This is an optimization exercise on Yosys and OpenROAD, whose aim is small area and a short achievable clock period, not a production implementation.
Function was checked by simulation only, so behaviour that the tests miss may differ from the original.

## flow/design.v (module list and top-level ports; edited modules follow where they fit)
// module LMS: 7337 lines
// module wb_lms: 68 lines
module wb_lms (
    input  wire        Clk,
    input  wire        Rst,
    input  wire        wb_cyc_i,
    input  wire        wb_stb_i,
    input  wire        wb_we_i,
    input  wire [31:0] wb_adr_i,
    input  wire [15:0] wb_dat_i,
    output reg  [15:0] wb_dat_o,
    output reg         wb_ack_o,
    output reg         irq_o
);
  // ...
==> flow/flow/run.sh <==
#!/bin/bash
# Standard synthesis, then full adders flipped to drop the inverters between them, then the
# standard layout from the floorplan on.
set -euo pipefail
R=$PWD/orfs/results/$FLOW_PLATFORM/wb_lms/base
bash standard.sh "$R/1_2_yosys.v" > synth.log 2>&1
python3 flow/fixinv.py "$R/1_2_yosys.v" "$R/1_2_yosys.fixed.v" > fixinv.log 2>&1
cp "$R/1_2_yosys.v" "$R/1_2_yosys.orig.v"
mv "$R/1_2_yosys.fixed.v" "$R/1_2_yosys.v"
touch "$R/1_2_yosys.v"
bash standard.sh > layout.log 2>&1
==> flow/flow/fixinv.py <==
#!/usr/bin/env python3
"""Push inverters through full adders in a Yosys netlist.

A full adder is self-dual: FA(~a,~b,~c) = (~sum, ~cout). The adder extraction of the
standard synthesis leaves many inverters between full adders; this script chooses, for
every full adder, whether it works on inverted signals, so that as few inverters as
possible remain, and rewrites the netlist with only those inverters.
usage: fixinv.py in.v out.v
"""
import re, sys, random

src = open(sys.argv[1]).read()
inst_re = re.compile(r'^  (sky130_fd_sc_hd__\w+) (\S+) +\(\n((?:    \.\w+\([^\n]*\),?\n)+)  \);\n', re.M)
pin_re = re.compile(r'    \.(\w+)\((.*)\),?$')
cells = []  # [type, name, [(pin, net)], span]
for m in inst_re.finditer(src):
    pins = [pin_re.match(l).groups() for l in m.group(3).rstrip('\n').split('\n')]
    cells.append([m.group(1), m.group(2), pins, m.span()])

ninst = len(re.findall(r'^  sky130_fd_sc_hd__\w+ ', src, re.M))
if ninst != len(cells) or re.search(r'^\s*assign ', src, re.M):
    print(f"netlist not understood ({ninst} instances, {len(cells)} parsed); left as it is", file=sys.stderr)
    open(sys.argv[2], "w").write(src)
    sys.exit(0)
OUTP = {'X', 'Y', 'Q', 'Q_N', 'SUM', 'COUT', 'HI', 'LO'}
mod_m = re.search(r'^module \w+\((.*?)\);', src, re.M | re.S)
ports = set()
for m in re.finditer(r'^\s*(input|output)\s+(\[\d+:\d+\]\s+)?(\S+);', src, re.M):
    ports.add(m.group(3))
def base_name(n):
    n = n.strip()
    if n.startswith('\\'):
        return n.split(' ')[0][1:]
    return re.sub(r'\[\d+\]$', '', n)
def is_port(n):
    return base_name(n) in ports

def is_inv(t):
    return re.match(r'sky130_fd_sc_hd__(clk)?inv_\d+$', t) is not None
def is_fa(t):
    return re.match(r'sky130_fd_sc_hd__fa_\d+$', t) is not None

driver = {}
inv_of = {}  # out net -> in net for collapsible inverters
for ci, (t, name, pins, span) in enumerate(cells):
    for p, n in pins:
        if p in OUTP:
            driver[n.strip()] = ci
for ci, (t, name, pins, span) in enumerate(cells):
    if is_inv(t):
        d = dict(pins)
        o, a = d['Y'].strip(), d['A'].strip()
        if not is_port(o):
            inv_of[o] = a

def resolve(n):
    c = 0
    while n in inv_of:
        n = inv_of[n]; c ^= 1
    return n, c

flip = [0] * len(cells)
def is_x(t):
    return re.match(r'sky130_fd_sc_hd__x(n)?or2_1$', t) is not None
fa_ids = [ci for ci, c in enumerate(cells) if is_fa(c[0])]
x_ids = [ci for ci, c in enumerate(cells) if is_x(c[0])]
# consumer pins: (ci, pin, base, c)
cons = []
for ci, (t, name, pins, span) in enumerate(cells):
    if ci in () or (is_inv(t) and dict(pins)['Y'].strip() in inv_of):
        continue
    for pi, (p, n) in enumerate(pins):
        if p in OUTP: continue
        n = n.strip()
        if n.startswith("1'b") or n == '': continue
        b, c = resolve(n)
        cons.append((ci, pi, b, c))
by_base = {}
by_cell = {}
for k, (ci, pi, b, c) in enumerate(cons):
    by_base.setdefault(b, []).append(k)
    by_cell.setdefault(ci, []).append(k)
def f_drv(b):
    d = driver.get(b)
    return flip[d] if d is not None else 0
isfa = [is_fa(c[0]) for c in cells]
def need(k):
    ci, pi, b, c = cons[k]
    return c ^ (flip[ci] if isfa[ci] else 0) ^ f_drv(b)
ninv = {}
for b, ks in by_base.items():
    ninv[b] = sum(need(k) for k in ks)
def cost():
    return sum(1 for v in ninv.values() if v > 0)
start = cost()
outs_of = {ci: [n.strip() for p, n in cells[ci][2] if p in OUTP] for ci in fa_ids + x_ids}
def affected(ci):
    ks = set(by_cell.get(ci, [])) if isfa[ci] else set()
    for o in outs_of[ci]:
        ks.update(by_base.get(o, []))
    return ks
def do_flip(ci):
    ks = affected(ci)
    bases = set(cons[k][2] for k in ks)
    before = sum(1 for b in bases if ninv[b] > 0)
    for k in ks: ninv[cons[k][2]] -= need(k)
    flip[ci] ^= 1
    for k in ks: ninv[cons[k][2]] += need(k)
    after = sum(1 for b in bases if ninv[b] > 0)
    return after - before
import math
fl_ids = fa_ids + x_ids
random.seed(1)
cur = cost()
best = cur; bestflip = flip[:]
T = 2.0
nmoves = 400000
for it in range(nmoves):
    ci = random.choice(fl_ids)
    d = do_flip(ci)
    if d <= 0 or random.random() < math.exp(-d / T):
        cur += d
        if cur < best:
            best = cur; bestflip = flip[:]
    else:
        do_flip(ci)
    T = max(0.02, 2.0 * (1 - it / nmoves))
for ci in fl_ids:
    if flip[ci] != bestflip[ci]:
        do_flip(ci)
end = cost()
print(f"inverters: {len(inv_of)} collapsible, nets needing one before {start}, after {end}", file=sys.stderr)

# rewrite
newinv = {}
def esc(n):
    return n + ' ' if n.startswith('\\') else n
def inv_net(b):
    if b not in newinv:
        newinv[b] = f"_fixinv{len(newinv)}_"
    return newinv[b]
pieces = []
last = 0
for ci, (t, name, pins, span) in enumerate(cells):
    pieces.append(src[last:span[0]])
    last = span[1]
    if is_inv(t) and dict(pins)['Y'].strip() in inv_of:
        continue
    ks = {cons[k][1]: k for k in by_cell.get(ci, [])}
    lines = []
    for pi, (p, n) in enumerate(pins):
        if pi in ks:
            k = ks[pi]
            b = cons[k][2]
            n = inv_net(b) if need(k) else esc(b)
        if is_x(t) and flip[ci] and p in ('X', 'Y'):
            p = 'Y' if p == 'X' else 'X'
        lines.append(f"    .{p}({n})")
    if is_x(t) and flip[ci]:
        t = t.replace('xnor2', 'XOR2') if 'xnor2' in t else t.replace('xor2', 'xnor2')
        t = t.replace('XOR2', 'xor2')
    pieces.append(f"  {t} {name} (\n" + ",\n".join(lines) + "\n  );\n")
pieces.append(src[last:])
out = "".join(pieces)
decl = "".join(f"  wire {v};\n" for v in newinv.values())
cellsv = "".join(f"  sky130_fd_sc_hd__inv_1 _fixinvc{i}_ (\n    .A({esc(b)}),\n    .Y({v})\n  );\n" for i, (b, v) in enumerate(newinv.items()))
k = out.rfind("endmodule")
out = out[:k] + cellsv + out[k:]
# declarations after the module header
m = re.search(r'^module \w+\(.*?\);\n', out, re.M | re.S)
out = out[:m.end()] + decl + out[m.end():]
open(sys.argv[2], "w").write(out)
==> flow/standard.sh <==
#!/bin/bash
# synth_recipe.tcl (not shown) runs the flow's synth.tcl, then flattens the netlist and writes it again
# the make line also repeats each setting of config.mk as NAME=value (left out here)
make -C /OpenROAD-flow-scripts/flow DESIGN_CONFIG=/design/flow/config.mk WORK_HOME=/design/flow/orfs CLKGATE_MAP_FILE= SYNTH_SCRIPT=/design/flow/synth_recipe.tcl "${@:-finish}"
==> flow/config.mk <==
export PLATFORM = sky130hd
export DESIGN_NAME = wb_lms
export DESIGN_NICKNAME = wb_lms
export VERILOG_FILES = /design/flow/design.v
export SDC_FILE = /design/flow/constraint.sdc
export NUM_CORES = 4
export LEC_CHECK = 0
export ABC_AREA = 1
export CAP_MARGIN = 20
export CORE_MARGIN = 2
export CORE_UTILIZATION = 55
export SETUP_SLACK_MARGIN = 2
export SLEW_MARGIN = 20
==> flow/constraint.sdc <==
create_clock -name core_clock -period 10.0 [get_ports {Clk}]
set_input_delay 2.0000 -clock core_clock [delete_from_list [all_inputs] [get_ports {Clk}]]
set_output_delay 2.0000 -clock core_clock [all_outputs]
set_load 0.01 [all_outputs]
==> results.cfg, run 1 <==
[status]
status = finished clean

[route]
drtPass1Iterations = 9
wl_met3_um = 26600
drc = 0
drt_iter0_markers = 6135

[timing]
slew_violations = 0
max_slew_margin_pct = 23.0
fin_hold_ws_ns = 0.379

[finish]
final_common_cell = o22ai_1
buffer_area_share_pct = 3.87
area_delta_synth_final_pct = 6.68
fin_nets = 6760

[grt]
grt_pass1_vias = 45300
grtUsageTotal_pct = 40.8
grt_use_met1_pct = 52.4
grt_max_degree = 159
grtUsageMet2_pct = 60.2

[floorplan]
die_w_um = 316

[setup_path]
startpoint = dut.wn2[3]
arrival_ns = 8.28
worstPathRequired_ns = 10.53

[clock_network]
root_buffer = clkbuf_16
cts.clk_slew.worst_paths_ns = 0.06

[placement]
dp_slack_ns = 2.16
==> run 2: changes to the inputs <==
--- a/flow/design.v
+++ b/flow/design.v
@@ -3,41 +3,46 @@
     input Rst,
     input mode_train,
     input [15:0] x_in,
     input [15:0] d_in,
     output [15:0] y_out,
     output [15:0] err,
     output [15:0] w0, w1, w2, w3
 );
-  reg [15:0] wn0, wn1, wn2, wn3;
-  reg [7:0] x0_neg, x0_one, x0_two;
-  reg [7:0] x1_neg, x1_one, x1_two;
-  reg [7:0] x2_neg, x2_one, x2_two;
-  reg [7:0] x3_neg, x3_one, x3_two;
+  reg [15:0] nwn0, nwn1, nwn2, nwn3;
+  wire [15:0] wn0 = ~nwn0, wn1 = ~nwn1, wn2 = ~nwn2, wn3 = ~nwn3;
+  reg [7:0] x0_neg, x0_none, x0_ntwo;
+  wire [7:0] x0_one = ~x0_none, x0_two = ~x0_ntwo;
+  reg [7:0] x1_neg, x1_none, x1_ntwo;
+  wire [7:0] x1_one = ~x1_none, x1_two = ~x1_ntwo;
+  reg [7:0] x2_neg, x2_none, x2_ntwo;
+  wire [7:0] x2_one = ~x2_none, x2_two = ~x2_ntwo;
+  reg [7:0] x3_neg, x3_none, x3_ntwo;
+  wire [7:0] x3_one = ~x3_none, x3_two = ~x3_ntwo;
   wire [16:0] xe = {x_in, 1'b0};
   wire [7:0] e_neg, e_one, e_two;
   genvar g;
   generate for (g = 0; g < 8; g = g + 1) begin : enc
     wire b2 = xe[2*g+2], b1 = xe[2*g+1], b0 = xe[2*g];
     assign e_one[g] = b1 ^ b0;
     assign e_two[g] = (b2 & ~b1 & ~b0) | (~b2 & b1 & b0);
     assign e_neg[g] = b2 & ~(b1 & b0);
   end endgenerate
   always @(posedge Clk or posedge Rst) begin
     if (Rst) begin
-      x0_neg <= 8'd0; x0_one <= 8'd0; x0_two <= 8'd0;
-      x1_neg <= 8'd0; x1_one <= 8'd0; x1_two <= 8'd0;
-      x2_neg <= 8'd0; x2_one <= 8'd0; x2_two <= 8'd0;
-      x3_neg <= 8'd0; x3_one <= 8'd0; x3_two <= 8'd0;
+      x0_neg <= 8'd0; x0_none <= 8'd0; x0_ntwo <= 8'd0;
+      x1_neg <= 8'd0; x1_none <= 8'd0; x1_ntwo <= 8'd0;
+      x2_neg <= 8'd0; x2_none <= 8'd0; x2_ntwo <= 8'd0;
+      x3_neg <= 8'd0; x3_none <= 8'd0; x3_ntwo <= 8'd0;
     end else begin
-      x3_neg <= x2_neg; x3_one <= x2_one; x3_two <= x2_two;
-      x2_neg <= x1_neg; x2_one <= x1_one; x2_two <= x1_two;
-      x1_neg <= x0_neg; x1_one <= x0_one; x1_two <= x0_two;
-      x0_neg <= e_neg; x0_one <= e_one; x0_two <= e_two;
+      x3_neg <= x2_neg; x3_none <= x2_none; x3_ntwo <= x2_ntwo;
+      x2_neg <= x1_neg; x2_none <= x1_none; x2_ntwo <= x1_ntwo;
+      x1_neg <= x0_neg; x1_none <= x0_none; x1_ntwo <= x0_ntwo;
+      x0_neg <= e_neg; x0_none <= ~e_one; x0_ntwo <= ~e_two;
     end
   end
   wire yss_1;
   wire ysc_2;
   assign yss_1 = x0_neg[0] ^ x1_neg[0] ^ x2_neg[0];
   assign ysc_2 = (x0_neg[0] & x1_neg[0]) | (x0_neg[0] & x2_neg[0]) | (x1_neg[0] & x2_neg[0]);
   wire yss_3;
   wire ysc_4;
@@ -7320,19 +7325,19 @@
   assign wa3s_3559 = wa3p_3478 ^ wa3G_3539;
   wire wa3s_3560;
   assign wa3s_3560 = wa3p_3480 ^ wa3G_3541;
   wire wa3s_3561;
   assign wa3s_3561 = wa3p_3482 ^ wa3G_3543;
   wire [15:0] wn_u3 = {wa3s_3561 ^ r14_3_3419 ^ r15_3_3420, wa3s_3560, wa3s_3559, wa3s_3558, wa3s_3557, wa3s_3556, wa3s_3555, wa3s_3554, wa3s_3553, wa3s_3552, wa3s_3551, wa3s_3550, wa3s_3549, wa3s_3548, wa3s_3547, wa3p_3452};
   always @(posedge Clk or posedge Rst) begin
     if (Rst) begin
-      wn0 <= 16'd0; wn1 <= 16'd0; wn2 <= 16'd0; wn3 <= 16'd0;
+      nwn0 <= 16'hffff; nwn1 <= 16'hffff; nwn2 <= 16'hffff; nwn3 <= 16'hffff;
     end else if (mode_train) begin
-      wn0 <= wn_u0; wn1 <= wn_u1; wn2 <= wn_u2; wn3 <= wn_u3;
+      nwn0 <= ~wn_u0; nwn1 <= ~wn_u1; nwn2 <= ~wn_u2; nwn3 <= ~wn_u3;
     end
   end
   assign w0 = wn0;
   assign w1 = wn1;
   assign w2 = wn2;
   assign w3 = wn3;
 endmodule
 module wb_lms (
--- a/flow/flow/fixinv.py
+++ b/flow/flow/fixinv.py
@@ -158,15 +158,22 @@
         lines.append(f"    .{p}({n})")
     if is_x(t) and flip[ci]:
         t = t.replace('xnor2', 'XOR2') if 'xnor2' in t else t.replace('xor2', 'xnor2')
         t = t.replace('XOR2', 'xor2')
     pieces.append(f"  {t} {name} (\n" + ",\n".join(lines) + "\n  );\n")
 pieces.append(src[last:])
 out = "".join(pieces)
 decl = "".join(f"  wire {v};\n" for v in newinv.values())
-cellsv = "".join(f"  sky130_fd_sc_hd__inv_1 _fixinvc{i}_ (\n    .A({esc(b)}),\n    .Y({v})\n  );\n" for i, (b, v) in enumerate(newinv.items()))
+# inv_2 has the area of inv_1: use it where an inverter drives more than two pins
+nfo = {}
+for k in range(len(cons)):
+    if need(k):
+        nfo[cons[k][2]] = nfo.get(cons[k][2], 0) + 1
+def invcell(b):
+    return "inv_2" if nfo.get(b, 0) > 2 else "inv_1"
+cellsv = "".join(f"  sky130_fd_sc_hd__{invcell(b)} _fixinvc{i}_ (\n    .A({esc(b)}),\n    .Y({v})\n  );\n" for i, (b, v) in enumerate(newinv.items()))
 k = out.rfind("endmodule")
 out = out[:k] + cellsv + out[k:]
 # declarations after the module header
 m = re.search(r'^module \w+\(.*?\);\n', out, re.M | re.S)
 out = out[:m.end()] + decl + out[m.end():]
 open(sys.argv[2], "w").write(out)
==> results.cfg, run 2 <==
[finish]
fin_nets = 6625
diodes = 0
area_delta_synth_final_pct = 4.89
final_cell_mix = o22ai_1 (970), fa_1 (914), xor2_1 (613), xnor2_1 (469), inv_1 (395)
drive_gt1_share_pct = 7.32
final_common_cell = o22ai_1
final_core_util_pct = 58.1
final_cell_area_um2 = 56100

[hold_path]
hold_path_class = reg2reg
holdPathStages = 1
hp-start = x_in_reg[0]
holdPathEnd = dut.x0_none[0]

[timing]
slew_violations = 0
period_needed_ns = 7.70
finalSetupViolCount = 0
clock_skew_ns = 0.0360
grt_setup_unrepaired = true
max_slew_margin_pct = 26.1
worstMarginPinSlew_ns = 1.11
hold_violations = 0
timing.final.crit_share_pct = 77.0
setup_tns_ns = 0
clock.fmax_ghz = 0.130
setup_slack_ns = 2.30

[status]
status = finished clean

[setup_path]
crit_path_end_kind = register
critPathMaxFanout = 15
critPathLaunchType = register
reg2reg_to = wb_dat_o[12]
critical_path_class = reg2reg
rrSetupSlack_ns = 2.30
r2r-start = dut.x2_neg[6]
arrival_ns = 8.19
r2r_cells = 23
worstPathRequired_ns = 10.49

[logic_synthesis]
synthesis.area_um2 = 53500
syn_inst = 5681
ys_warn_count = 2
synth_fp_nets = 6985
synth_area_per_cell_um2 = 9.41

[floorplan]
die_w_um = 316
core_area_um2 = 96600
die_area_um2 = 99700
fp.dieH_um = 316
initial_utilization_pct = 55.4
num_io_pins = 71
num_rows = 114

[clock_network]
clockBufferDepth = 3
cts_tree = done
worstSkewPairLatency_ns = 0.64
h-tree-depth = 2
root_buffer = clkbuf_16
cts.clk_slew.worst_paths_ns = 0.06
clock-sinks = 255
cts_buffers = 39

[route]
vias = 44600
viasPerCell = 6.73
ant_nets = 0
drt-total-wl_um = 198000
drt_iter0_markers = 6011
drtPass1Iterations = 9
drc = 0
routedWlPerCell_um = 29.9

[placement]
numPortBuffers = 42
hpwl_um = 141000
gp_congestion = 0.959
dp_slack_ns = 2.28
placed_area_um2 = 54500

[grt]
grtUsageTotal_pct = 40.5
grt_max_degree = 119
grt_overflow = 0
antenna_found_initial = 1
grt_pass1_vias = 45500
grt_first_pass_wirelength_um = 297000

[run]
drv_cap = 0
-- run 2: changes by cell type in the layout (fill, tap and decap cells not counted), sizes merged, moves of 52 or more --
cell and change:
xnor2 -81, buf -78, dfstp +64, dfrtp -64, xor2 +52, nor2 +60
-- run 2: routing by layer --
layer | up-vias | wire [um] | global-route usage [%] | share of wire [%]
li1 | 18200 | - | - | -
met1 | 22100 | 73800 | 53.7 | 37
met2 | 3542 | 82700 | 58.2 | 42
met3 | 774 | 27600 | 13.7 | 14
met4 | 2 | 14200 | 23.1 | 7.2
met5 | - | 17 | 0.331 | 0.0086
-- run 2: final cells by class --
class | instances | area (um2)
multi-input cells | 4383 | 43200
fillers | 8537 | 40500
flip-flops and latches | 255 | 6480
inverters | 457 | 1730
repair buffers | 185 | 1640
well taps | 1276 | 1600
clock buffers | 53 | 1100
clock inverters | 19 | 350
-- run 2: what timing repair did --
item                       CTS  global route
buffers inserted             0             0
hold buffers                 0             0
resized for setup            0            14
setup endpoints to repair    0            13
-- run 2: worst max path at each step --
stage	start	end	slack, ns	cells past startpoint
detailed placement	dut.x0_none[1]	wb_dat_o[12]	2.28	25
global route	dut.x2_neg[6]	wb_dat_o[15]	1.98	25
global placement	dut.x0_none[1]	wb_dat_o[12]	2.31	25
floorplan	dut.x2_neg[3]	wb_dat_o[12]	3.19	26
finish	dut.x2_neg[6]	wb_dat_o[12]	2.30	23
CTS	dut.x0_none[1]	wb_dat_o[12]	2.28	25
-- run 2: stage by stage --
stage,hold slack [ns],std cells
after detailed placement,0.453,6553
after global placement,0.437,6553
after CTS,0.453,6625
final,0.460,6628
after floorplan,0.349,5681
after global routing,0.482,6628
-- run 2: critical path: stages, from the launching register on --
cell and delay, ns:
dfrtp_1 0.86, inv_2 0.51, xnor2_1 0.28, fa_1 0.42, fa_1 0.53, fa_1 0.54
fa_1 0.53, fa_1 0.42, fa_1 0.53, fa_1 0.52, ha_1 0.24, ha_1 0.29
ha_1 0.33, a21oi_1 0.29, o21ai_0 0.13, a21oi_1 0.29, inv_1 0.08, nand2_1 0.06
nand2_1 0.08, inv_1 0.07, nand2_1 0.08, or2_2 0.28, nand3_1 0.12, a21oi_1 0.08
==> run 3: changes to the inputs <==
--- a/flow/config.mk
+++ b/flow/config.mk
@@ -11,2 +11,3 @@
 export CORE_UTILIZATION = 55
+export CTS_BUF_LIST = sky130_fd_sc_hd__clkbuf_4 sky130_fd_sc_hd__clkbuf_8
 export SETUP_SLACK_MARGIN = 2
==> results.cfg, run 3 <==
[status]
status = finished clean

[finish]
final_core_util_pct = 57.9
fin_nets = 6639
final_cell_area_um2 = 55900
final_common_cell = o22ai_1
final_cell_mix = o22ai_1 (970), fa_1 (914), xor2_1 (613), xnor2_1 (469), inv_1 (395)
area_delta_synth_final_pct = 4.61
drive_gt1_share_pct = 7.81

[route]
drc = 0
drt-total-wl_um = 198000
vias = 44700
ant_nets = 0
viasPerCell = 6.71
drtPass1Iterations = 10
routedWlPerCell_um = 29.7
drt_iter0_markers = 6017

[setup_path]
rrSetupSlack_ns = 2.26
crit_family = adder cells
cp_cell_sequence = inv_2 > xnor2_1 > fa_1 > fa_1 > fa_1 > fa_1 > fa_1 > fa_1 > fa_1 > fa_1 > fa_1 > inv_1 > ha_1 > inv_2 > nor3_1 > nand2_1 > inv_1 > nand2_1 > nand2_1 > nand3_1 > nand2_1 > nand3_1 > a21oi_1
critPathLaunchType = register
crit_path_end_kind = register
r2r-start = dut.x2_neg[6]
cp_slowest_cell = dfrtp_1
arrival_ns = 8.41
cpMostUsedCell = fa_1
r2r_cells = 23
crit_path_max_incr_delay_ns = 0.84
reg2reg_to = wb_dat_o[14]
critical_path_class = reg2reg
critPathMaxFanout = 15
worstPathRequired_ns = 10.67
crit_buf_inv = 4

[hold_path]
holdPathEnd = dut.x0_none[0]
holdPathStages = 1
hold_path_class = reg2reg
hp-start = x_in_reg[0]

[floorplan]
num_rows = 114
core_area_um2 = 96600
fp.dieH_um = 316
die_area_um2 = 99700
die_w_um = 316
num_io_pins = 71
initial_utilization_pct = 55.4

[timing]
period_needed_ns = 7.74
setup_tns_ns = 0
fin_hold_ws_ns = 0.491
slew_violations = 0
clock_skew_ns = 0.0953
worstMarginPinSlew_ns = 1.17
hold_violations = 0
timing.final.crit_share_pct = 77.4
grt_setup_unrepaired = true
finalSetupViolCount = 0
clock.fmax_ghz = 0.129
max_slew_margin_pct = 21.9

[grt]
grt_pass1_vias = 45600
antenna_found_initial = 1
grt_max_degree = 119
grtUsageTotal_pct = 40.4
grt_overflow = 0
grt_first_pass_wirelength_um = 297000

[run]
drv_cap = 0

[placement]
numPortBuffers = 42
placed_area_um2 = 54500
hpwl_um = 141000
gp_congestion = 0.959

[clock_network]
worstSkewPairLatency_ns = 0.81
clockBufferDepth = 3
clock-sinks = 255
postCtsSetupRepairBufs = 0
cts_buffers = 53
holdBufCountCts = 0
cts_tree = done
root_buffer = clkbuf_8
cts.clk_slew.worst_paths_ns = 0.07
h-tree-depth = 2

[logic_synthesis]
synth_area_per_cell_um2 = 9.41
synthesis.area_um2 = 53500
synth_fp_nets = 6985
ys_warn_count = 2
syn_inst = 5681
## run 3: how the worst max path moves through the flow
stage	end	from	cells past startpoint
2_1_floorplan	wb_dat_o[12]	dut.x2_neg[3]	26
3_3_place_gp	wb_dat_o[12]	dut.x0_none[1]	25
3_5_place_dp	wb_dat_o[12]	dut.x0_none[1]	25
4_1_cts	wb_dat_o[12]	dut.x0_none[1]	25
5_1_grt	wb_dat_o[15]	dut.x2_none[2]	25
6_report	wb_dat_o[14]	dut.x2_neg[6]	23
## run 3: layout make-up
cell class	instances	area, um2
Antenna cell	1	2.50
Clock buffer	81	1050
Clock inverter	16	262
Fill cell	8564	40600
Inverter	457	1730
Multi-Input combinational cell	4383	43200
Sequential cell	255	6470
Tap cell	1276	1600
Timing Repair Buffer	185	1640
## run 3: per-stage QoR
| stage | instances | setup slack (ns) |
|---|---|---|
| global placement | 6553 | 2.31 |
| finish | 6654 | 2.26 |
| detailed placement | 6553 | 2.28 |
| floorplan | 5681 | 3.19 |
| global route | 6654 | 1.94 |
| CTS | 6650 | 2.27 |
## run 3: worst register-to-register path, stage by stage (launching register included)
cell,delay (ns)
dfrtp_1,0.84
inv_2,0.51
xnor2_1,0.32
fa_1,0.43
fa_1,0.50
fa_1,0.40
fa_1,0.46
fa_1,0.41
fa_1,0.41
fa_1,0.47
fa_1,0.40
fa_1,0.65
inv_1,0.13
ha_1,0.32
inv_2,0.05
nor3_1,0.41
nand2_1,0.18
inv_1,0.09
nand2_1,0.05
nand2_1,0.12
nand3_1,0.10
nand2_1,0.07
nand3_1,0.13
a21oi_1,0.17
## run 3: what timing repair did
item | in CTS | in global routing
gates resized for setup | 0 | 8
endpoints found under the hold margin | 0 | 0
endpoints found under the setup margin | 0 | 12
## run 3: per-layer routing
layer	track usage, %	vias to the layer above	part of all wire [%]
met1	53.3	22000	37
met5	0.0947	-	0
met3	13.8	809	14
li1	-	18300	-
met2	58.0	3602	42
met4	23.3	0	7.5
==> run 4: changes to the inputs <==
--- a/flow/flow/run.sh
+++ b/flow/flow/run.sh
@@ -2,3 +2,3 @@
 # Standard synthesis, then full adders flipped to drop the inverters between them, then the
-# standard layout from the floorplan on.
+# standard layout from the floorplan on, with a clock tree of small buffers and no dummy loads.
 set -euo pipefail
@@ -10,2 +10,3 @@
 touch "$R/1_2_yosys.v"
+export CTS_ARGS="-sink_clustering_enable -repair_clock_nets -dont_use_dummy_load -buf_list {sky130_fd_sc_hd__clkbuf_4 sky130_fd_sc_hd__clkbuf_8}"
 bash standard.sh > layout.log 2>&1
--- a/flow/config.mk
+++ b/flow/config.mk
@@ -11,3 +11,2 @@
 export CORE_UTILIZATION = 55
-export CTS_BUF_LIST = sky130_fd_sc_hd__clkbuf_4 sky130_fd_sc_hd__clkbuf_8
 export SETUP_SLACK_MARGIN = 2
==> results.cfg, run 4 <==
[status]
status = finished clean

[finish]
stdcell_count = 6612
area_delta_synth_final_pct = 3.52
final_cell_area_um2 = 55300
fin_nets = 6639
final_cell_mix = o22ai_1 (970), fa_1 (914), xor2_1 (613), xnor2_1 (469), inv_1 (394)
drive_gt1_share_pct = 7.05
final_common_cell = o22ai_1

[timing]
finalSetupViolCount = 0
max_slew_margin_pct = 21.4
timing.final.crit_share_pct = 78.0
setup_tns_ns = 0
hold_violations = 0
period_needed_ns = 7.80
clock.fmax_ghz = 0.128
slew_violations = 0
clock_skew_ns = 0.105
worstMarginPinSlew_ns = 1.18
grt_setup_unrepaired = true

[placement]
numPortBuffers = 42
gp_congestion = 0.959
placed_cells = 6553
hpwl_um = 141000
placed_area_um2 = 54500

[hold_path]
holdPathStages = 1
hp-start = x_in_reg[0]
hold_path_class = reg2reg
holdPathEnd = dut.x0_none[0]

[run]
drv_cap = 0

[floorplan]
num_io_pins = 71
core_area_um2 = 96600
num_rows = 114
initial_utilization_pct = 55.4
fp.dieH_um = 316
die_area_um2 = 99700
die_w_um = 316

[grt]
antenna_found_initial = 2
grtUsageTotal_pct = 40.4
grt_max_degree = 119
grt_overflow = 0
grt_first_pass_wirelength_um = 297000
grt_pass1_vias = 45500

[setup_path]
worstPathRequired_ns = 10.60
critPathLaunchType = register
r2r_cells = 23
r2r-start = dut.x2_neg[6]
reg2reg_to = wb_dat_o[12]
arrival_ns = 8.40
critPathMaxFanout = 15
crit_path_end_kind = register
critical_path_class = reg2reg
rrSetupSlack_ns = 2.20

[route]
drt-total-wl_um = 198000
drt_iter0_markers = 5940
ant_nets = 0
drc = 0
routedWlPerCell_um = 29.9
viasPerCell = 6.74
vias = 44600
drtPass1Iterations = 8

[logic_synthesis]
synthesis.area_um2 = 53500
synth_fp_nets = 6985
synth_area_per_cell_um2 = 9.41
ys_warn_count = 2
syn_inst = 5681

[clock_network]
clock-sinks = 255
worstSkewPairLatency_ns = 0.76
cts.clk_slew.worst_paths_ns = 0.06
cts_buffers = 53
cts_tree = done
postCtsSetupRepairBufs = 0
h-tree-depth = 2
clockBufferDepth = 3
root_buffer = clkbuf_8
[run 4: layout make-up]
class / count / area (um2)
diodes: 3 / 7.51
clock buffers: 53 / 729
fillers: 8622 / 41200
inverters: 457 / 1730
multi-input cells: 4383 / 43200
flip-flops and latches: 255 / 6470
well taps: 1276 / 1600
repair buffers: 185 / 1630
[run 4: per-layer routing]
layer	global-route usage (%)	vias up	wire, um
met4	23.3	4	15000
met5	0.900	-	126
met1	53.2	22000	73400
met3	14.0	797	27700
li1	-	18200	-
met2	57.9	3581	81600
[run 4: worst max path at each step]
stage / startpoint / to / slack (ns) / cells after the start
CTS: dut.x0_none[1] / wb_dat_o[12] / 2.26 / 25
detailed placement: dut.x0_none[1] / wb_dat_o[12] / 2.28 / 25
global placement: dut.x0_none[1] / wb_dat_o[12] / 2.31 / 25
finish: dut.x2_neg[6] / wb_dat_o[12] / 2.20 / 23
floorplan: dut.x2_neg[3] / wb_dat_o[12] / 3.19 / 26
global route: dut.x1_none[3] / wb_dat_o[15] / 1.96 / 26
[run 4: timing repair]
item,in CTS,in global routing
hold buffers,0,0
gates resized for setup,0,9
setup endpoints to repair,0,11
[run 4: critical path: stages (launching register included)]
cell and delay [ns]:
dfrtp_1 0.87, inv_2 0.52, xnor2_1 0.41, fa_1 0.49, fa_1 0.42, fa_1 0.41, fa_1 0.47, fa_1 0.56
fa_1 0.42, fa_1 0.58, ha_1 0.24, ha_1 0.29, ha_1 0.33, a21oi_1 0.31, o21ai_0 0.15, a21oi_1 0.28
inv_1 0.07, nand2_1 0.06, nand2_1 0.08, inv_1 0.07, nand2_1 0.08, or2_2 0.28, nand3_1 0.12, a21oi_1 0.08
[run 4: stage by stage]
stage,hold WS (ns),util (%),setup WS (ns)
after floorplan,0.349,-,3.19
after global placement,0.437,56.5,2.31
after detailed placement,0.453,56.5,2.28
after CTS,0.480,57.2,2.26
after global routing,0.506,57.3,1.96
final,0.486,57.3,2.20
==> run 5: changes to the inputs <==
--- a/flow/flow/fixinv.py
+++ b/flow/flow/fixinv.py
@@ -86,5 +86,11 @@
 isfa = [is_fa(c[0]) for c in cells]
-def need(k):
+isx = [is_x(c[0]) for c in cells]
+def rawneed(k):
     ci, pi, b, c = cons[k]
     return c ^ (flip[ci] if isfa[ci] else 0) ^ f_drv(b)
+def need(k):
+    # an xor/xnor absorbs an inverted input by changing its type (see the rewrite)
+    if isx[cons[k][0]]:
+        return 0
+    return rawneed(k)
 ninv = {}
@@ -149,2 +155,10 @@
     ks = {cons[k][1]: k for k in by_cell.get(ci, [])}
+    swap = 0
+    if is_x(t):
+        swap = flip[ci]
+        for k in by_cell.get(ci, []):
+            swap ^= rawneed(k)
+    if swap:
+        t = t.replace('xnor2', 'XOR2') if 'xnor2' in t else t.replace('xor2', 'xnor2')
+        t = t.replace('XOR2', 'xor2')
     lines = []
@@ -155,8 +169,5 @@
             n = inv_net(b) if need(k) else esc(b)
-        if is_x(t) and flip[ci] and p in ('X', 'Y'):
+        if swap and p in ('X', 'Y'):
             p = 'Y' if p == 'X' else 'X'
         lines.append(f"    .{p}({n})")
-    if is_x(t) and flip[ci]:
-        t = t.replace('xnor2', 'XOR2') if 'xnor2' in t else t.replace('xor2', 'xnor2')
-        t = t.replace('XOR2', 'xor2')
     pieces.append(f"  {t} {name} (\n" + ",\n".join(lines) + "\n  );\n")
==> results.cfg, run 5 <==
[setup_path]
critical_path_class = reg2reg
cpMostUsedCell = fa_1
crit_path_max_incr_delay_ns = 0.98
arrival_ns = 8.56
crit_path_end_kind = register
critPathLaunchType = register
crit_family = adder cells
crit_buf_inv = 3
critPathMaxFanout = 18
worstPathRequired_ns = 10.65
cp_slowest_cell = dfrtp_1

[route]
drt_iter0_markers = 6186
viasPerCell = 6.72
routedWlPerCell_um = 29.8
vias = 44500
drtPass1Iterations = 7
drc = 0
ant_nets = 0
drt-total-wl_um = 197000

[grt]
grtUsageTotal_pct = 40.3
antenna_found_initial = 3
grt_overflow = 0
grt_pass1_vias = 45800
grt_first_pass_wirelength_um = 296000
grt_max_degree = 145

[clock_network]
h-tree-depth = 2
cts_buffers = 53
root_buffer = clkbuf_8
clockBufferDepth = 3
cts_tree = done
worstSkewPairLatency_ns = 0.75
clock-sinks = 255
holdBufCountCts = 0
cts.clk_slew.worst_paths_ns = 0.07

[timing]
timing.final.crit_share_pct = 79.0
worstMarginPinSlew_ns = 1.19
max_slew_margin_pct = 18.9
period_needed_ns = 7.90
finalSetupViolCount = 0
grt_setup_unrepaired = false
clock.fmax_ghz = 0.127
setup_tns_ns = 0
hold_violations = 0
slew_violations = 0
clock_skew_ns = 0.0656

[placement]
placed_area_um2 = 54600
hpwl_um = 139000
placed_cells = 6541
gp_congestion = 0.975
numPortBuffers = 42

[finish]
multi_input_area_um2 = 43200
drive_gt1_share_pct = 7.34
area_delta_synth_final_pct = 4.12
fin_nets = 6648
final_cell_area_um2 = 55600
register_area_um2 = 6480
final_core_util_pct = 57.6
stdcell_count = 6621
final_common_cell = o22ai_1
final.fill_count = 8700
final_cell_mix = o22ai_1 (970), fa_1 (914), xor2_1 (676), xnor2_1 (406), inv_1 (395)

[floorplan]
die_w_um = 316
core_area_um2 = 96400
die_area_um2 = 99500
initial_utilization_pct = 55.3
num_io_pins = 71
num_rows = 114
fp.dieH_um = 316

[hold_path]
hold_path_class = reg2reg

[logic_synthesis]
synth_area_per_cell_um2 = 9.43
ys_warn_count = 2
syn_inst = 5657
synthesis.area_um2 = 53400
synth_fp_nets = 6961

[status]
status = finished clean

[run]
drv_cap = 0
[run 5: layout make-up]
cell class                      instances  share of cell area, %
Timing Repair Buffer                  218                   3.45
Clock buffer                           53                   1.31
Inverter                              433                   2.99
Sequential cell                       255                   11.7
Tap cell                             1276                   2.87
Multi-Input combinational cell       4383                   77.7
Antenna cell                            3                 0.0135
[run 5: timing repair]
item | 4_1_cts | 5_1_grt
gates resized for setup | 0 | 11
setup endpoints to repair | 0 | 38
setup buffers | 0 | 23
[run 5: layer usage]
metal / part of all wire [%] / vias to the layer above / wire, um / track usage (%)
li1: - / 18200 / - / -
met1: 36 / 21900 / 71100 / 51.9
met4: 8.3 / 0 / 16400 / 26.3
met2: 42 / 3520 / 82000 / 57.8
met3: 14 / 908 / 27900 / 13.9
met5: 0 / - / 0 / 0
[run 5: worst paths after layout]
kind	depth (start not counted)	slack, ns	end	from
max in group asynchronous	3	6.87	dut.x1_ntwo[2]	Rst
hold reg to reg	1	0.43	dut.x0_none[0]	x_in_reg[0]
hold / removal	1	0.43	dut.x0_none[0]	x_in_reg[0]
setup / recovery	26	2.10	wb_dat_o[15]	dut.x3_none[3]
min in group asynchronous	2	1.71	x_in_reg[15]	Rst
setup reg to reg	26	2.10	wb_dat_o[15]	dut.x3_none[3]
[run 5: through the flow]
stage               hold WS, ns  setup slack, ns
floorplan                 0.349             3.06
global placement          0.420             2.02
detailed placement        0.428             2.02
CTS                       0.431             2.00
global route              0.439             2.02
finish                    0.428             2.10
==> run 6: changes to the inputs <==
--- a/flow/config.mk
+++ b/flow/config.mk
@@ -11,3 +11,3 @@
 export CORE_UTILIZATION = 55
-export SETUP_SLACK_MARGIN = 2
+export SETUP_SLACK_MARGIN = 2.4
 export SLEW_MARGIN = 20
==> results.cfg, run 6 <==
[setup_path]
critPathMaxFanout = 27
crit_buf_inv = 4
critPathLaunchType = register
arrival_ns = 8.14
crit_path_max_incr_delay_ns = 0.78
cp_cell_sequence = buf_4 > o22ai_1 > xor2_1 > fa_1 > fa_1 > fa_1 > fa_1 > fa_1 > fa_1 > fa_1 > fa_1 > inv_1 > ha_1 > inv_2 > nor3_1 > nand2_1 > inv_1 > nand2_1 > nand2_1 > nand2_1 > nand3_1 > nand3_1 > a21oi_1
crit_family = adder cells
worst-path-stages = 23
critical_path_class = reg2reg
worstPathRequired_ns = 10.67
cpMostUsedCell = fa_1
crit_path_end_kind = register
cp_slowest_cell = dfrtp_1
r2r_cells = 23

[hold_path]
hold_path_class = reg2reg
holdPathStages = 1

[run]
drv_cap = 0

[timing]
hold_violations = 0
period_needed_ns = 7.47
setup_slack_ns = 2.53
clock_skew_ns = 0.0684
timing.final.crit_share_pct = 74.7
slew_violations = 0
worstMarginPinSlew_ns = 1.22
finalSetupViolCount = 0
max_slew_margin_pct = 16.8
setup_tns_ns = 0
grt_setup_unrepaired = false
clock.fmax_ghz = 0.134

[clock_network]
cts_tree = done
cts_buffers = 53
clockBufferDepth = 3
h-tree-depth = 2
holdBufCountCts = 0
root_buffer = clkbuf_8
clock-sinks = 255
cts.clk_slew.worst_paths_ns = 0.07
worstSkewPairLatency_ns = 0.76

[grt]
grt_pass1_vias = 45800
antenna_found_initial = 5
grt_first_pass_wirelength_um = 298000
grt_max_degree = 145
grt_overflow = 0
grtUsageTotal_pct = 40.6

[floorplan]
num_rows = 114
die_area_um2 = 99500
num_io_pins = 71
core_area_um2 = 96400
initial_utilization_pct = 55.3
fp.dieH_um = 316
die_w_um = 316

[finish]
multi_input_area_um2 = 43200
stdcell_count = 6648
register_area_um2 = 6640
fin_nets = 6673
area_delta_synth_final_pct = 5.00
final_common_cell = o22ai_1
drive_gt1_share_pct = 8.42
final_cell_mix = o22ai_1 (970), fa_1 (914), xor2_1 (676), xnor2_1 (406), nand2_1 (389)
final.fill_count = 8656

[route]
ant_nets = 0
routedWlPerCell_um = 30.0
drtPass1Iterations = 10
drt_iter0_markers = 6440
drc = 0
viasPerCell = 6.74
drt-total-wl_um = 199000
vias = 44800

[placement]
gp_congestion = 0.975
dp_slack_ns = 2.02
numPortBuffers = 42
hpwl_um = 139000
placed_cells = 6541

[logic_synthesis]
synthesis.area_um2 = 53400
synth_fp_nets = 6961
synth_area_per_cell_um2 = 9.43
ys_warn_count = 2
syn_inst = 5657

[status]
status = finished clean
==> run 6: final timing paths <==
path | start | to | slack (ns)
worst max-delay path | dut.x2_none[6] | wb_dat_o[13] | 2.53
worst min-delay path | x_in_reg[0] | dut.x0_none[0] | 0.43
worst max register to register | dut.x2_none[6] | wb_dat_o[13] | 2.53
worst min register to register | x_in_reg[0] | dut.x0_none[0] | 0.43
max in group asynchronous | Rst | dut.x1_none[0] | 6.86
min in group asynchronous | Rst | x_in_reg[15] | 1.71
==> run 6: routing by layer <==
layer  routed length [um]  GRT usage (%)  vias to the layer above
met5                   38              0                        -
met4                17000           26.6                        6
met3                28000           14.5                      985
met2                82700           58.2                     3550
met1                71500           51.9                    22000
li1                     -              -                    18300
==> run 6: area by class of cell <==
class | instances | area share, %
Timing Repair Buffer | 242 | 3.80
Multi-Input combinational cell | 4384 | 77.2
Inverter | 433 | 3.03
Tap cell | 1276 | 2.85
Antenna cell | 5 | 0.0223
Clock buffer | 53 | 1.30
Sequential cell | 255 | 11.8
==> run 6: stage by stage <==
step	hold slack (ns)	util, %	cell area [um2]
6_report	0.427	58.1	56000
5_1_grt	0.439	58.1	56000
4_1_cts	0.431	57.6	55500
3_5_place_dp	0.428	56.6	54600
3_3_place_gp	0.420	56.6	54500
2_1_floorplan	0.349	-	53400
==> run 6: worst reg2reg max path, cell delays in order (launching register included) <==
cell and delay [ns]:
dfrtp_1 0.78, buf_4 0.49, o22ai_1 0.16, xor2_1 0.20, fa_1 0.48, fa_1 0.54
fa_1 0.45, fa_1 0.43, fa_1 0.51, fa_1 0.42, fa_1 0.46, fa_1 0.61
inv_1 0.11, ha_1 0.31, inv_2 0.05, nor3_1 0.54, nand2_1 0.20, inv_1 0.09
nand2_1 0.05, nand2_1 0.13, nand2_1 0.08, nand3_1 0.07, nand3_1 0.08, a21oi_1 0.14
==> run 6: repair_timing <==
item,CTS,global route
cloned,1,0
pin swaps,1,3
gates resized for setup,11,92
setup endpoints to repair,34,47
setup buffers,16,32
==> run 7: changes to the inputs <==
--- a/flow/config.mk
+++ b/flow/config.mk
@@ -11,3 +11,3 @@
 export CORE_UTILIZATION = 55
-export SETUP_SLACK_MARGIN = 2.4
+export SETUP_SLACK_MARGIN = 1.6
 export SLEW_MARGIN = 20
==> results.cfg, run 7 <==
[finish]
final_common_cell = o22ai_1
drive_gt1_share_pct = 6.78
final.fill_count = 8708
fin_nets = 6627
final_cell_mix = o22ai_1 (970), fa_1 (914), xor2_1 (676), xnor2_1 (406), inv_1 (402)
final_core_util_pct = 57.4
area_delta_synth_final_pct = 3.72

[hold_path]
hold_path_class = reg2reg

[logic_synthesis]
syn_inst = 5657
synthesis.area_um2 = 53400
synth_fp_nets = 6961
synth_area_per_cell_um2 = 9.43
ys_warn_count = 2

[timing]
timing.final.crit_share_pct = 81.5
finalSetupViolCount = 0
slew_violations = 0
hold_violations = 0
period_needed_ns = 8.15
grt_setup_unrepaired = false
max_slew_margin_pct = 17.5
clock.fmax_ghz = 0.123
worstMarginPinSlew_ns = 1.21
clock_skew_ns = 0.0629
setup_tns_ns = 0

[floorplan]
num_rows = 114
die_area_um2 = 99500
core_area_um2 = 96400
num_io_pins = 71
initial_utilization_pct = 55.3
die_w_um = 316
fp.dieH_um = 316

[placement]
numPortBuffers = 42
hpwl_um = 139000
gp_congestion = 0.975

[clock_network]
cts_buffers = 53
clock-sinks = 255
cts_tree = done
postCtsSetupRepairBufs = 0
holdBufCountCts = 0
root_buffer = clkbuf_8
cts_resized = 0
h-tree-depth = 2
cts.clk_slew.worst_paths_ns = 0.07
clockBufferDepth = 3
worstSkewPairLatency_ns = 0.75

[grt]
antenna_found_initial = 3
grt_max_degree = 145
grtUsageTotal_pct = 40.3
grt_pass1_vias = 45800
grt_first_pass_wirelength_um = 296000
grt_overflow = 0

[setup_path]
crit_path_end_kind = register
worstPathRequired_ns = 10.65
arrival_ns = 8.81
critical_path_class = reg2reg
critPathLaunchType = register
critPathMaxFanout = 10

[route]
drt_iter0_markers = 6359
drt-total-wl_um = 198000
viasPerCell = 6.75
drtPass1Iterations = 7
ant_nets = 0
drc = 0
routedWlPerCell_um = 29.9
vias = 44500

[run]
drv_cap = 0

[status]
status = finished clean
## run 7: cell count changes in the layout (fill, tap and decap cells not counted), sizes merged
cell	change
inv	+15
xor2	-1
diode	-3
clkinv	+1
clkinvlp	-16
buf	-45
## run 7: final cells by class
class	count	area [um2]	area share, %
clock buffer	53	729	1.32
multi-input combinational	4383	43200	78.0
tap	1276	1600	2.88
antenna	2	5.00	0.00904
inverter	433	1630	2.95
timing repair buffer	197	1750	3.16
sequential	255	6480	11.7
## run 7: path summary, 6_finish.rpt
check / start / end / slack [ns] / cells past startpoint
hold / removal: x_in_reg[0] / dut.x0_none[0] / 0.43 / 1
max in group asynchronous: Rst / dut.x1_ntwo[2] / 6.88 / 3
setup reg to reg: dut.x2_neg[6] / wb_dat_o[15] / 1.85 / 25
hold reg to reg: x_in_reg[0] / dut.x0_none[0] / 0.43 / 1
min in group asynchronous: Rst / x_in_reg[15] / 1.71 / 2
setup / recovery: dut.x2_neg[6] / wb_dat_o[15] / 1.85 / 25
## run 7: per-stage QoR
step | worst slack (ns) | hold WS, ns | std cells | cell area [um2]
2_1_floorplan | 3.06 | 0.349 | 5657 | 53400
3_3_place_gp | 2.02 | 0.420 | 6540 | 54500
4_1_cts | 2.00 | 0.431 | 6594 | 55300
6_report | 1.85 | 0.428 | 6599 | 55400
3_5_place_dp | 2.02 | 0.428 | 6541 | 54600
5_1_grt | 1.70 | 0.439 | 6598 | 55400
## run 7: critical path, stage by stage, from the launching register on
cell,delay [ns]
dfrtp_1,0.99
inv_1,0.72
xnor2_1,0.33
fa_1,0.42
fa_1,0.54
fa_1,0.53
fa_1,0.52
fa_1,0.41
fa_1,0.53
fa_1,0.46
ha_1,0.22
ha_1,0.30
ha_1,0.33
a21oi_1,0.35
o21ai_0,0.15
a21oi_1,0.33
inv_1,0.08
nand2_1,0.07
nand2_1,0.07
nand2_1,0.06
nand2_1,0.04
a21oi_1,0.22
inv_1,0.07
nand2_1,0.07
nand3_1,0.06
a21oi_1,0.16
## run 7: per-layer routing
metal / track usage (%) / vias up / part of all wire, %
met4: 26.3 / 10 / 8.6
met3: 13.9 / 956 / 14
li1: - / 18200 / -
met1: 51.9 / 22000 / 36
met2: 57.8 / 3425 / 41
met5: 0 / - / 0.068
==> run 8: changes to the inputs <==
--- a/flow/config.mk
+++ b/flow/config.mk
@@ -11,3 +11,3 @@
 export CORE_UTILIZATION = 55
-export SETUP_SLACK_MARGIN = 1.6
+export SETUP_SLACK_MARGIN = 2.8
 export SLEW_MARGIN = 20
==> results.cfg, run 8 <==
[status]
status = finished clean

[timing]
grt_setup_unrepaired = false
setup_tns_ns = 0
clock.fmax_ghz = 0.142
clock_skew_ns = 0.0676
max_slew_margin_pct = 16.5
slew_violations = 0
finalSetupViolCount = 0
period_needed_ns = 7.03
hold_violations = 0
timing.final.crit_share_pct = 70.3
worstMarginPinSlew_ns = 1.22

[floorplan]
die_w_um = 316
die_area_um2 = 99500
fp.dieH_um = 316
core_area_um2 = 96400
num_rows = 114
num_io_pins = 71
initial_utilization_pct = 55.3

[placement]
placed_area_um2 = 54600
numPortBuffers = 42
gp_congestion = 0.975
hpwl_um = 139000

[finish]
final_cell_mix = o22ai_1 (967), fa_1 (901), xor2_1 (676), xnor2_1 (405), nand2_1 (384)
area_delta_synth_final_pct = 9.69
final.fill_count = 8445
final_cell_area_um2 = 58500
fin_nets = 6871
final_common_cell = o22ai_1
drive_gt1_share_pct = 12.8

[route]
drtPass1Iterations = 9
ant_nets = 0
drt_iter0_markers = 6926
routedWlPerCell_um = 30.5
drt-total-wl_um = 209000
drc = 0
vias = 46200
viasPerCell = 6.74

[clock_network]
cts.clk_slew.worst_paths_ns = 0.07
h-tree-depth = 2
root_buffer = clkbuf_8
worstSkewPairLatency_ns = 0.76
clockBufferDepth = 3
cts_tree = done
clock-sinks = 255
cts_buffers = 53

[setup_path]
r2r_cells = 18
crit_path_end_kind = register
critPathMaxFanout = 8
critPathLaunchType = register
rrSetupSlack_ns = 2.97
worstPathRequired_ns = 10.64
arrival_ns = 7.67
reg2reg_to = dut.eg11
critical_path_class = reg2reg
r2r-start = dut.nwn1[11]

[hold_path]
holdPathEnd = dut.x0_none[0]
hp-start = x_in_reg[0]
hold_path_class = reg2reg
holdPathStages = 1

[logic_synthesis]
ys_warn_count = 2
synthesis.area_um2 = 53400
syn_inst = 5657
synth_fp_nets = 6961
synth_area_per_cell_um2 = 9.43

[grt]
grt_max_degree = 145
grt_first_pass_wirelength_um = 299000
antenna_found_initial = 3
grt_pass1_vias = 46100
grtUsageTotal_pct = 40.7
grt_overflow = 0

[run]
drv_cap = 0
run 8: metal layers:
layer  vias to the layer above  track usage, %  part of all wire (%)  wire [um]
met5                         -               0                 0.012         26
met4                         4            26.7                   8.9      18500
met3                      1041            14.3                    15      31100
met2                      3816            58.5                    41      85700
met1                     22600            52.1                    35      73300
li1                      18700               -                     -          -
run 8: critical path: stages, from the launching register on:
cell     delay [ns]
dfstp_4        0.72
buf_4          0.18
o22ai_1        0.10
xor2_1         0.29
fa_2           0.52
fa_1           0.43
fa_1           0.42
fa_1           0.44
fa_1           0.41
fa_1           0.40
fa_1           0.49
fa_1           0.41
fa_2           0.61
inv_1          0.13
fa_1           0.46
ha_1           0.33
a21oi_1        0.22
o21ai_0        0.15
a22o_1         0.22
run 8: worst max-delay path by stage:
stage | from | slack [ns] | endpoint
after floorplan | dut.x2_neg[1] | 3.06 | wb_dat_o[12]
after global placement | dut.eg3 | 2.02 | dut.nwn0[9]
after detailed placement | dut.eg3 | 2.02 | dut.nwn0[9]
after CTS | dut.x0_ntwo[4] | 2.80 | wb_dat_o[15]
after global routing | dut.nwn1[10] | 2.77 | wb_dat_o[13]
final | dut.nwn1[11] | 2.97 | dut.eg11
run 8: cell type report:
class | instances | area [um2] | share of cell area [%]
inverters | 433 | 1730 | 2.95
well taps | 1276 | 1600 | 2.73
clock buffers | 53 | 729 | 1.25
flip-flops and latches | 255 | 6820 | 11.6
repair buffers | 440 | 4290 | 7.32
diodes | 3 | 7.51 | 0.0128
multi-input cells | 4384 | 43400 | 74.1
run 8: through the flow:
step	util, %	instances	worst slack, ns	hold WS [ns]
after floorplan	-	5657	3.06	0.349
after global placement	56.6	6540	2.02	0.420
after detailed placement	56.6	6541	2.02	0.428
after CTS	57.9	6623	2.80	0.431
after global routing	60.7	6842	2.77	0.435
final	60.7	6844	2.97	0.424
run 8: repair_timing:
item / CTS / global route
gates cloned: 1 / 9
hold buffers: 0 / 0
buffers inserted: 28 / 209
gates resized for setup: 88 / 199
pin swaps: 2 / 16
endpoints found under the setup margin: 57 / 48
==> run 9: changes to the inputs <==
--- a/flow/flow/run.sh
+++ b/flow/flow/run.sh
@@ -2,3 +2,4 @@
 # Standard synthesis, then full adders flipped to drop the inverters between them, then the
-# standard layout from the floorplan on, with a clock tree of small buffers and no dummy loads.
+# standard layout from the floorplan on, with a clock tree of small buffers and no dummy loads, and
+# small port buffers.
 set -euo pipefail
@@ -11,2 +12,3 @@
 export CTS_ARGS="-sink_clustering_enable -repair_clock_nets -dont_use_dummy_load -buf_list {sky130_fd_sc_hd__clkbuf_4 sky130_fd_sc_hd__clkbuf_8}"
+export BUFFER_PORTS_ARGS="-buffer_cell sky130_fd_sc_hd__buf_2"
 bash standard.sh > layout.log 2>&1
--- a/flow/flow/fixinv.py
+++ b/flow/flow/fixinv.py
@@ -86,11 +86,5 @@
 isfa = [is_fa(c[0]) for c in cells]
-isx = [is_x(c[0]) for c in cells]
-def rawneed(k):
+def need(k):
     ci, pi, b, c = cons[k]
     return c ^ (flip[ci] if isfa[ci] else 0) ^ f_drv(b)
-def need(k):
-    # an xor/xnor absorbs an inverted input by changing its type (see the rewrite)
-    if isx[cons[k][0]]:
-        return 0
-    return rawneed(k)
 ninv = {}
@@ -155,10 +149,2 @@
     ks = {cons[k][1]: k for k in by_cell.get(ci, [])}
-    swap = 0
-    if is_x(t):
-        swap = flip[ci]
-        for k in by_cell.get(ci, []):
-            swap ^= rawneed(k)
-    if swap:
-        t = t.replace('xnor2', 'XOR2') if 'xnor2' in t else t.replace('xor2', 'xnor2')
-        t = t.replace('XOR2', 'xor2')
     lines = []
@@ -169,5 +155,8 @@
             n = inv_net(b) if need(k) else esc(b)
-        if swap and p in ('X', 'Y'):
+        if is_x(t) and flip[ci] and p in ('X', 'Y'):
             p = 'Y' if p == 'X' else 'X'
         lines.append(f"    .{p}({n})")
+    if is_x(t) and flip[ci]:
+        t = t.replace('xnor2', 'XOR2') if 'xnor2' in t else t.replace('xor2', 'xnor2')
+        t = t.replace('XOR2', 'xor2')
     pieces.append(f"  {t} {name} (\n" + ",\n".join(lines) + "\n  );\n")
--- a/flow/config.mk
+++ b/flow/config.mk
@@ -11,3 +11,3 @@
 export CORE_UTILIZATION = 55
-export SETUP_SLACK_MARGIN = 2.8
+export SETUP_SLACK_MARGIN = 2
 export SLEW_MARGIN = 20
==> results.cfg, run 9 <==
[clock_network]
cts_tree = done
holdBufCountCts = 0
cts_buffers = 56
clockBufferDepth = 3
h-tree-depth = 2
root_buffer = clkbuf_8
worstSkewPairLatency_ns = 0.75
clock-sinks = 255
cts.clk_slew.worst_paths_ns = 0.06

[timing]
worstMarginPinSlew_ns = 1.10
clock_skew_ns = 0.0590
clock.fmax_ghz = 0.128
timing.final.crit_share_pct = 78.2
max_slew_margin_pct = 26.9
period_needed_ns = 7.82
setup_tns_ns = 0
hold_violations = 0
slew_violations = 0
finalSetupViolCount = 0
grt_setup_unrepaired = false

[grt]
grt_pass1_vias = 45600
grt_max_degree = 93
grtUsageTotal_pct = 40.3
grt_first_pass_wirelength_um = 296000
antenna_found_initial = 6
grt_overflow = 0

[logic_synthesis]
ys_warn_count = 2
synth_fp_nets = 6985
synth_area_per_cell_um2 = 9.41
synthesis.area_um2 = 53500
syn_inst = 5681

[setup_path]
critPathMaxFanout = 21
critPathLaunchType = register
crit_path_end_kind = register
rrSetupSlack_ns = 2.18
critical_path_class = reg2reg
worstPathRequired_ns = 10.66
arrival_ns = 8.48

[placement]
gp_congestion = 0.959
numPortBuffers = 42
placed_area_um2 = 54300
hpwl_um = 141000

[route]
drt_iter0_markers = 6225
viasPerCell = 6.72
routedWlPerCell_um = 29.9
vias = 44500
drc = 0
ant_nets = 0
drt-total-wl_um = 198000
drtPass1Iterations = 7

[finish]
area_delta_synth_final_pct = 3.27
final_cell_mix = o22ai_1 (970), fa_1 (914), xor2_1 (613), xnor2_1 (469), inv_1 (394)
fin_nets = 6655
drive_gt1_share_pct = 8.08
final_common_cell = o22ai_1
final_cell_area_um2 = 55200
final.fill_count = 8502

[hold_path]
hold_path_class = reg2reg

[floorplan]
core_area_um2 = 96600
fp.dieH_um = 316
die_w_um = 316
die_area_um2 = 99700
num_rows = 114
initial_utilization_pct = 55.4
num_io_pins = 71

[status]
status = finished clean

[run]
drv_cap = 0
==> run 9: layout make-up <==
class | instances | area, um2 | area share, %
multi-input combinational | 4384 | 43200 | 78.2
sequential | 255 | 6470 | 11.7
inverter | 457 | 1730 | 3.13
tap | 1276 | 1600 | 2.89
timing repair buffer | 197 | 1450 | 2.62
clock buffer | 56 | 771 | 1.40
antenna | 3 | 7.51 | 0.0136
==> run 9: metal layers <==
layer | up-vias | wire, um | track usage (%)
li1 | 18200 | - | -
met3 | 827 | 28300 | 14.4
met5 | - | 28 | 0.237
met1 | 21900 | 72700 | 53.0
met2 | 3547 | 82400 | 57.7
met4 | 4 | 14800 | 23.0
==> run 9: final timing paths <==
kind                               start              to  cells after the start
min in group asynchronous            Rst    x_in_reg[15]                      2
setup / recovery           dut.x0_neg[6]    wb_dat_o[15]                     27
hold / removal               x_in_reg[0]     x_in_reg[0]                      2
setup reg to reg           dut.x0_neg[6]    wb_dat_o[15]                     27
hold reg to reg              x_in_reg[0]     x_in_reg[0]                      2
max in group asynchronous            Rst  dut.x1_ntwo[4]                      3
==> run 9: what timing repair did <==
action | 4_1_cts | 5_1_grt
endpoints found under the setup margin | 0 | 22
resized for setup | 0 | 5
setup buffers | 0 | 6
==> run 9: worst max-delay path, stage by stage (launching register included) <==
cell	delay, ns
dfrtp_1	0.33
buf_4	0.50
inv_2	0.47
xnor2_1	0.28
fa_1	0.44
fa_1	0.53
fa_1	0.46
fa_1	0.45
fa_1	0.45
fa_1	0.39
fa_1	0.46
fa_1	0.39
fa_1	0.67
inv_1	0.13
ha_1	0.32
inv_2	0.07
o21ai_0	0.09
a21oi_1	0.24
inv_1	0.07
nand2_1	0.06
nand2_1	0.10
nand2_1	0.07
nand2_1	0.05
a21oi_1	0.28
inv_1	0.08
nand2_1	0.08
nand3_1	0.06
a21oi_1	0.15
==> run 9: stage by stage <==
step	hold slack, ns	instances	util, %	setup slack [ns]
2_1_floorplan	0.349	5681	-	3.19
3_3_place_gp	0.468	6562	56.3	2.29
4_1_cts	0.490	6618	57.1	2.21
5_1_grt	0.508	6626	57.2	2.03
6_report	0.494	6628	57.2	2.18
3_5_place_dp	0.465	6562	56.3	2.23
==> run 10: changes to the inputs <==
--- a/flow/config.mk
+++ b/flow/config.mk
@@ -11,3 +11,3 @@
 export CORE_UTILIZATION = 55
-export SETUP_SLACK_MARGIN = 2
+export SETUP_SLACK_MARGIN = 2.4
 export SLEW_MARGIN = 20
==> results.cfg, run 10 <==
[setup_path]
crit_buf_inv = 1
crit_path_end_kind = register
arrival_ns = 8.14
crit_path_max_incr_delay_ns = 0.88
crit_family = adder cells
cpMostUsedCell = fa_1
critPathLaunchType = register
critical_path_class = reg2reg
critPathMaxFanout = 17
worstPathRequired_ns = 10.59
cp_slowest_cell = dfrtp_1
cp_cell_sequence = o22ai_1 > xor2_1 > fa_1 > fa_1 > fa_1 > fa_1 > fa_1 > fa_1 > fa_1 > ha_1 > ha_1 > ha_1 > a21oi_1 > o21ai_0 > a21oi_1 > inv_1 > nand2_1 > nand2_1 > nand2_1 > nand2_1 > a21oi_1 > nand3_1 > nand3_1 > a21oi_1

[finish]
final_cell_mix = o22ai_1 (970), fa_1 (913), xor2_1 (613), xnor2_1 (469), inv_1 (393)
stdcell_count = 6645
final_core_util_pct = 57.6
area_delta_synth_final_pct = 4.11
final.fill_count = 8479
final_cell_area_um2 = 55700
final_common_cell = o22ai_1
fin_nets = 6672
drive_gt1_share_pct = 8.98

[floorplan]
num_rows = 114
die_w_um = 316
core_area_um2 = 96600
die_area_um2 = 99700
num_io_pins = 71
fp.dieH_um = 316
initial_utilization_pct = 55.4

[logic_synthesis]
synth_area_per_cell_um2 = 9.41
syn_inst = 5681
ys_warn_count = 2
synth_fp_nets = 6985
synthesis.area_um2 = 53500

[timing]
worstMarginPinSlew_ns = 1.06
timing.final.crit_share_pct = 75.5
slew_violations = 0
setup_tns_ns = 0
grt_setup_unrepaired = false
finalSetupViolCount = 0
clock.fmax_ghz = 0.132
fin_hold_ws_ns = 0.493
clock_skew_ns = 0.0634
period_needed_ns = 7.55
max_slew_margin_pct = 29.5
hold_violations = 0

[clock_network]
clock-sinks = 255
cts.clk_slew.worst_paths_ns = 0.05
root_buffer = clkbuf_8
clockBufferDepth = 3
cts_tree = done
holdBufCountCts = 0
cts_buffers = 56
worstSkewPairLatency_ns = 0.76
h-tree-depth = 2

[route]
drtPass1Iterations = 9
vias = 44700
drc = 0
routedWlPerCell_um = 30.0
drt-total-wl_um = 199000
ant_nets = 0
viasPerCell = 6.73
drt_iter0_markers = 6293

[grt]
grt_overflow = 0
antenna_found_initial = 7
grt_max_degree = 93
grt_first_pass_wirelength_um = 297000
grtUsageTotal_pct = 40.6
grt_pass1_vias = 45700

[placement]
hpwl_um = 141000
placed_area_um2 = 54300
placed_cells = 6562
numPortBuffers = 42
gp_congestion = 0.959

[status]
status = finished clean

[hold_path]
hold_path_class = reg2reg

[run]
drv_cap = 0
-- run 10: changes by cell type in the layout (fill, tap and decap cells not counted), moves of 4 or more --
cell,delta
dfstp_2,-28
buf_6,+11
dfstp_4,+28
dfrtp_2,+23
inv_4,+9
inv_2,-10
nand2_1,-4
dfrtp_1,-26
-- run 10: path summary, 6_finish.rpt --
path | startpoint | endpoint | slack (ns) | cells after the start
hold reg to reg | x_in_reg[0] | x_in_reg[0] | 0.49 | 2
setup reg to reg | dut.x2_none[5] | wb_dat_o[15] | 2.45 | 24
setup / recovery | dut.x2_none[5] | wb_dat_o[15] | 2.45 | 24
min in group asynchronous | Rst | x_in_reg[14] | 1.37 | 2
hold / removal | x_in_reg[0] | x_in_reg[0] | 0.49 | 2
max in group asynchronous | Rst | dut.x2_none[2] | 7.09 | 3
-- run 10: final cells by class --
type                    instances  area, um2  area share (%)
well taps                    1276       1600            2.87
repair buffers                212       1650            2.97
clock buffers                  56        771            1.38
multi-input cells            4386      43300            77.7
flip-flops and latches        255       6620            11.9
inverters                     457       1750            3.15
diodes                          3       7.51          0.0135
-- run 10: worst min-delay path: cells and delay by family, from the launching register on --
family / cells / cell delay [ns]
flops: 1 / 0.35
compound gates: 1 / 0.06
simple gates: 1 / 0.05
-- run 10: timing repair --
action                                  CTS  global route
endpoints found under the setup margin   17            43
cloned                                    1             2
setup buffers                             5            16
pin swaps                                 2             8
gates resized for setup                   5           104
-- run 10: stage by stage --
step / setup WS, ns
floorplan: 3.19
global placement: 2.29
detailed placement: 2.23
CTS: 2.42
global route: 2.40
finish: 2.45
-- run 10: per-layer routing --
layer,global-route usage (%),vias to the layer above,routed length (um)
met2,57.6,3583,82100
met3,14.8,846,28800
met5,0.237,-,44
met1,53.0,22000,72900
li1,-,18300,-
met4,24.2,4,15500

==> static timing again, ports no longer ideal <==
In the flow no input, the clock included, has a driving cell. The finished layouts below were timed again as built, in two steps. Step 1 (the two cells are an assumption about what drives the block):
set clk [get_ports {Clk}]
set_driving_cell -lib_cell sky130_fd_sc_hd__clkbuf_16 $clk
set_driving_cell -lib_cell sky130_fd_sc_hd__buf_2 [delete_from_list [all_inputs] $clk]
Step 2 also shifts input and output timing later by t, the mid clock arrival at the registers, as if the neighbouring blocks saw the same clock. Three values: ideal, step 1, step 2; two values: the first two.
run | shift t [ns] | slack for setup (ns) | worst hold slack (ns) | clock arrival spread, ns | cell pins on the clock port's net
run 1 | 0.709 | 2.252 / 2.252 / 2.252 | 0.379 / 0.379 / 0.379 | 0.042 / 0.042 | 1
run 2 | 0.691 | 2.304 / 2.304 / 2.304 | 0.460 / 0.460 / 0.460 | 0.037 / 0.037 | 1
run 3 | 0.835 | 2.261 / 2.261 / 2.261 | 0.491 / 0.491 / 0.491 | 0.096 / 0.096 | 1
run 4 | 0.783 | 2.204 / 2.204 / 2.204 | 0.486 / 0.486 / 0.486 | 0.109 / 0.108 | 1
run 5 | 0.783 | 2.097 / 2.097 / 2.097 | 0.428 / 0.428 / 0.428 | 0.065 / 0.066 | 1
run 6 | 0.792 | 2.530 / 2.530 / 2.530 | 0.427 / 0.427 / 0.427 | 0.069 / 0.068 | 1
run 7 | 0.782 | 1.845 / 1.845 / 1.845 | 0.428 / 0.428 / 0.428 | 0.064 / 0.064 | 1
run 8 | 0.790 | 2.971 / 2.971 / 2.971 | 0.424 / 0.424 / 0.424 | 0.073 / 0.073 | 1
run 9 | 0.784 | 2.184 / 2.184 / 2.184 | 0.494 / 0.494 / 0.494 | 0.060 / 0.059 | 1
run 10 | 0.794 | 2.451 / 2.451 / 2.451 | 0.493 / 0.493 / 0.493 | 0.064 / 0.064 | 1
After both steps every run listed still meets setup and hold.
